Context: an optimization exercise on an open-source flow, tuned for small area and a short achievable clock period. The choices shown serve that exercise and are no tape-out recipe.
In this exercise RTL edits were held to simulation tests only and were not proved equivalent to the original.
The flow treats the clock pin as an ideal source, which a real chip does not have.
Power and IR drop assume default switching activity.

==> flow/design.v (excerpt) <==
module self_purging_adder(clk, in1, in2, cin, J, sum, cout);
    parameter W = 32;
    parameter N = 6;
    input clk, J;
    input [N*W-1:0] in1, in2;
    input [N-1:0] cin;
    output [W-1:0] sum;
    output cout;
    function th4;   
        input [5:0] v;
        reg [1:0] c1, c2;
        begin
            c1 = v[0] + v[1] + v[2];
            c2 = v[3] + v[4] + v[5];
            th4 = (c1[1] & c2[1]) | ((c1[1] | c2[1]) & c1[0] & c2[0]);
        end
    endfunction
    reg  [N*W-1:0] E;        
    wire [N*W-1:0] En;
    wire [W:0] C;            
    wire [W-1:0] G, P;
    wire Jn = ~J;
    genvar i, k, l;
    generate
        for (i = 0; i < W; i = i + 1) begin : bit_
            wire [N-1:0] a, b, e, en;
            for (k = 0; k < N; k = k + 1) begin : mod_
                assign a[k] = in1[k*W+i];
                assign b[k] = in2[k*W+i];
                assign e[k] = E[k*W+i];
                assign En[k*W+i] = en[k];
            end
            if (i == 0) begin : b0
                wire [N-1:0] s = a ^ b ^ cin;
                wire [N-1:0] co = (a & b) | (cin & (a ^ b));
  ...
export LEC_CHECK = 0
export CAP_MARGIN = 20
export CORE_MARGIN = 2
export CORE_UTILIZATION = 60
export SLEW_MARGIN = 20
export SYNTH_HIERARCHICAL = 1
export SYNTH_MINIMUM_KEEP_SIZE = 0
create_clock -name core_clock -period 110.0 [get_ports {clk}]
standard.sh (not shown) runs the stock make flow with config.mk's settings and CLKGATE_MAP_FILE= SYNTH_SCRIPT=/design/flow/synth_recipe.tcl, a recipe that flattens the netlist after the stock synthesis.
==> flow/flow/run.sh <==
#!/bin/bash
# Standard ORFS layout (the standard.sh) with these changes:
#  - the port buffers that global placement puts on every input and output
#    are sky130 buf_1 cells instead of the default choice;
#  - right after floorplanning, every logic cell is set to the smallest
#    version of its function (downsize.tcl); the later repair steps size up
#    again where slew, load or timing need it;
#  - clock tree synthesis uses clkbuf_4/clkbuf_8 buffers and no dummy loads.
# Each step's full log is in orfs/logs/; make's own output is in
# standard_flow.log.
set -euo pipefail
here=$(pwd)
export BUFFER_PORTS_ARGS="-buffer_cell sky130_fd_sc_hd__buf_1"
export POST_FLOORPLAN_TCL="$here/flow/downsize.tcl"
export CTS_ARGS="-sink_clustering_enable -repair_clock_nets -dont_use_dummy_load -buf_list {sky130_fd_sc_hd__clkbuf_4 sky130_fd_sc_hd__clkbuf_8} -root_buf sky130_fd_sc_hd__clkbuf_8 -sink_clustering_size 24"
bash standard.sh "$@" > standard_flow.log 2>&1
==> flow/flow/downsize.tcl <==
# Area recovery after synthesis: set each combinational logic cell to the
# smallest-area version of its function (among equal areas, the strongest),
# unless the cell is on a path within $margin ns of the worst setup slack.
# Flip-flops, buffers and clock cells are left as they are; the later repair
# steps size cells up again where slew, load or timing need it.
set margin 1.0
set db [ord::get_db]
set block [[$db getChip] getBlock]
set best [dict create]
foreach lib [$db getLibs] {
  foreach m [$lib getMasters] {
    set name [$m getName]
    if { ![regexp {^(sky130_fd_sc_hd__[a-z0-9]+)_([0-9]+)$} $name -> base drive] } { continue }
    set area [expr { [$m getWidth] * [$m getHeight] }]
    if { [dict exists $best $base] } {
      lassign [dict get $best $base] barea bdrive
      if { $area > $barea || ($area == $barea && $drive <= $bdrive) } { continue }
    }
    dict set best $base [list $area $drive $m]
  }
}
set dont_use {}
if { [info exists ::env(DONT_USE_CELLS)] } { set dont_use $::env(DONT_USE_CELLS) }
set wns [expr { [sta::worst_slack_cmd max] * 1e9 }]
puts "downsize.tcl: worst setup slack before [format %.3f $wns] ns"
set n 0
set kept 0
set saved 0.0
foreach inst [$block getInsts] {
  set m [$inst getMaster]
  set name [$m getName]
  if { ![regexp {^(sky130_fd_sc_hd__([a-z0-9]+))_([0-9]+)$} $name -> base fn drive] } { continue }
  if { [regexp {^(df|edf|sdf|dl|buf|clk|tap|fill|decap|conb|diode|dly|ebuf|einv|probe|lpflow)} $fn] } { continue }
  if { ![dict exists $best $base] } { continue }
  lassign [dict get $best $base] barea bdrive new
  if { $new == $m } { continue }
  if { [lsearch -exact $dont_use [$new getName]] >= 0 } { continue }
  set old_area [expr { [$m getWidth] * [$m getHeight] }]
  if { $barea >= $old_area } { continue }
  set slack 1e30
  foreach pin [get_pins -of_objects [get_cells [$inst getName]]] {
    set s [get_property $pin slack_max]
    if { $s != "INF" && $s < $slack } { set slack $s }
  }
  if { $slack < $wns + $margin } { incr kept; continue }
  set saved [expr { $saved + ($old_area - $barea) / 1e6 }]
  $inst swapMaster $new
  incr n
}
set wns2 [expr { [sta::worst_slack_cmd max] * 1e9 }]
puts "downsize.tcl: $n cells set to a smaller version, [format %.1f $saved] um2 less; $kept near-critical cells kept; worst setup slack after [format %.3f $wns2] ns"
Then changed:
--- a/flow/flow/run.sh
+++ b/flow/flow/run.sh
@@ -15 +15 @@
-export CTS_ARGS="-sink_clustering_enable -repair_clock_nets -dont_use_dummy_load -buf_list {sky130_fd_sc_hd__clkbuf_4 sky130_fd_sc_hd__clkbuf_8} -root_buf sky130_fd_sc_hd__clkbuf_8 -sink_clustering_size 24"
+export CTS_ARGS="-sink_clustering_enable -repair_clock_nets -dont_use_dummy_load -buf_list {sky130_fd_sc_hd__clkbuf_4 sky130_fd_sc_hd__clkbuf_8} -root_buf sky130_fd_sc_hd__clkbuf_8"
--- a/flow/config.mk
+++ b/flow/config.mk
@@ -10 +10 @@
-export CORE_UTILIZATION = 60
+export CORE_UTILIZATION = 70
After rerunning: Power went up by 0.40%. Critical path depth is unchanged. Area after synthesis does not change. Count of clock-buffer cells in the layout does not change. Setup slack gets worse by 0.098 ns. Cell count went down by about 1.8%. Core utilization increases by 10 points. Combinational power hardly moves. Wire length shrinks by 1.2%. Die area came out lower by about 14%.
Then changed:
--- a/flow/config.mk
+++ b/flow/config.mk
@@ -10 +10 @@
-export CORE_UTILIZATION = 70
+export CORE_UTILIZATION = 60
Cell count goes up by 1.9%. Clock skew is about the same. Power is lower by 0.40%. Via count went down by 1.3%. Global-route usage decreases by 4.8 points. Wire length rose by 1.2%. Final area barely changes. Sequential power hardly moves.
Then changed:
--- a/flow/flow/downsize.tcl
+++ b/flow/flow/downsize.tcl
@@ -1,3 +1,2 @@
-# Area recovery after synthesis: set each combinational logic cell to the
-# smallest-area version of its function (among equal areas, the strongest),
-# unless the cell is on a path within $margin ns of the worst setup slack.
+# Area recovery after synthesis: set every combinational logic cell to the
+# smallest-area version of its function (among equal areas, the strongest).
@@ -6 +4,0 @@
-set margin 1.0
@@ -24,2 +21,0 @@
-set wns [expr { [sta::worst_slack_cmd max] * 1e9 }]
-puts "downsize.tcl: worst setup slack before [format %.3f $wns] ns"
@@ -27 +22,0 @@
-set kept 0
@@ -40,6 +34,0 @@
-  set slack 1e30
-  foreach pin [get_pins -of_objects [get_cells [$inst getName]]] {
-    set s [get_property $pin slack_max]
-    if { $s != "INF" && $s < $slack } { set slack $s }
-  }
-  if { $slack < $wns + $margin } { incr kept; continue }
@@ -50,2 +39 @@
-set wns2 [expr { [sta::worst_slack_cmd max] * 1e9 }]
-puts "downsize.tcl: $n cells set to a smaller version, [format %.1f $saved] um2 less; $kept near-critical cells kept; worst setup slack after [format %.3f $wns2] ns"
+puts "downsize.tcl: $n cells set to a smaller version, [format %.1f $saved] um2 less"
Via count shrinks by 1.3%.
Final cell count goes up by 0.45%.
Core utilization stays flat.
Clock power is lower by about 1%.
Routed wire length drops by 1.6%.
Area after synthesis does not change.
Then changed:
--- a/flow/flow/run.sh
+++ b/flow/flow/run.sh
@@ -5,4 +5,6 @@
-#  - right after floorplanning, every logic cell is set to the smallest
-#    version of its function (downsize.tcl); the later repair steps size up
-#    again where slew, load or timing need it;
-#  - clock tree synthesis uses clkbuf_4/clkbuf_8 buffers and no dummy loads.
+#  - right after floorplanning, logic cells off the near-critical paths are
+#    set to the smallest version of their function (downsize.tcl); the later
+#    repair steps size up again where slew, load or timing need it;
+#  - clock tree synthesis uses clkbuf_4/clkbuf_8 buffers and no dummy loads;
+#  - after clock tree synthesis, a short setup repair sizes up the cells of
+#    the slowest paths (post_cts.tcl).
@@ -14,0 +17 @@
+export POST_CTS_TCL="$here/flow/post_cts.tcl"
--- a/flow/flow/downsize.tcl
+++ b/flow/flow/downsize.tcl
@@ -1,2 +1,3 @@
-# Area recovery after synthesis: set every combinational logic cell to the
-# smallest-area version of its function (among equal areas, the strongest).
+# Area recovery after synthesis: set each combinational logic cell to the
+# smallest-area version of its function (among equal areas, the strongest),
+# unless the cell is on a path within $margin ns of the worst setup slack.
@@ -4,0 +6 @@
+set margin 1.0
@@ -21,0 +24,2 @@
+set wns [expr { [sta::worst_slack_cmd max] * 1e9 }]
+puts "downsize.tcl: worst setup slack before [format %.3f $wns] ns"
@@ -22,0 +27 @@
+set kept 0
@@ -34,0 +40,6 @@
+  set slack 1e30
+  foreach pin [get_pins -of_objects [get_cells [$inst getName]]] {
+    set s [get_property $pin slack_max]
+    if { $s != "INF" && $s < $slack } { set slack $s }
+  }
+  if { $slack < $wns + $margin } { incr kept; continue }
@@ -39 +50,2 @@
-puts "downsize.tcl: $n cells set to a smaller version, [format %.1f $saved] um2 less"
+set wns2 [expr { [sta::worst_slack_cmd max] * 1e9 }]
+puts "downsize.tcl: $n cells set to a smaller version, [format %.1f $saved] um2 less; $kept near-critical cells kept; worst setup slack after [format %.3f $wns2] ns"
==> flow/flow/post_cts.tcl (new file) <==
set gain 0.3
estimate_parasitics -placement
set wns [expr {[sta::worst_slack_cmd max] * 1e9}]
puts "post_cts.tcl: worst setup slack before [format %.3f $wns] ns"
repair_timing -setup -setup_margin [expr {$wns + $gain}] -sequence "sizeup,swap" -skip_last_gasp -verbose
detailed_placement
check_placement -verbose
estimate_parasitics -placement
puts "post_cts.tcl: worst setup slack after [format %.3f [expr {[sta::worst_slack_cmd max] * 1e9}]] ns"
report_design_area
Result: Clock power barely changes. Final cell count fell by 0.44%. Wire length grows by 1.8%. Maximum frequency is higher by 1.4%. Non-clock buffer count went down by 3. Design area stays flat. Utilization goes up by 0.13 points. Sequential share of layout area is about the same. Setup slack gains 0.70 ns. Global-route usage is about the same. Critical path depth is unchanged.

-- separate check: timing with driven ports --
In the flow no input, the clock included, has a driving cell. The finished layouts below were timed again as built, in two steps.
Step 1, drivers: a clkbuf_16 drives clk and a buf_2 each remaining input, both assumed.
Step 2, shift: input delay + t, output delay - t, t = (earliest + latest rising clock arrival at the registers) / 2. This alone moves slack from input paths to output paths.
a / b / c = no drivers / after step 1 / after step 2; a / b = the first two.
| run | shift t [ns] | slack for setup (ns) | worst setup path at the end | latest minus earliest clock arrival (ns) | worst register clock-pin slew, ns |
|---|---|---|---|---|---|
| the first run | 0.538 | 61.310 / 61.255 / 61.255 | input to output | 0.025 / 0.024 | 0.10 / 0.10 |
| the second run | 0.551 | 61.213 / 61.136 / 61.136 | input to output | 0.027 / 0.026 | 0.10 / 0.10 |
| the third run | 0.538 | 61.310 / 61.255 / 61.255 | input to output | 0.025 / 0.024 | 0.10 / 0.10 |
| the fourth run | 0.550 | 60.870 / 60.845 / 60.845 | input to output | 0.034 / 0.035 | 0.11 / 0.11 |
| the fifth run | 0.538 | 61.566 / 61.545 / 61.545 | input to output | 0.025 / 0.026 | 0.10 / 0.10 |
After both steps setup and hold are still met in every run listed. The setup slack of the second run, which loses most, moves by -0.077 ns with the drivers and by -0.077 ns with both steps.
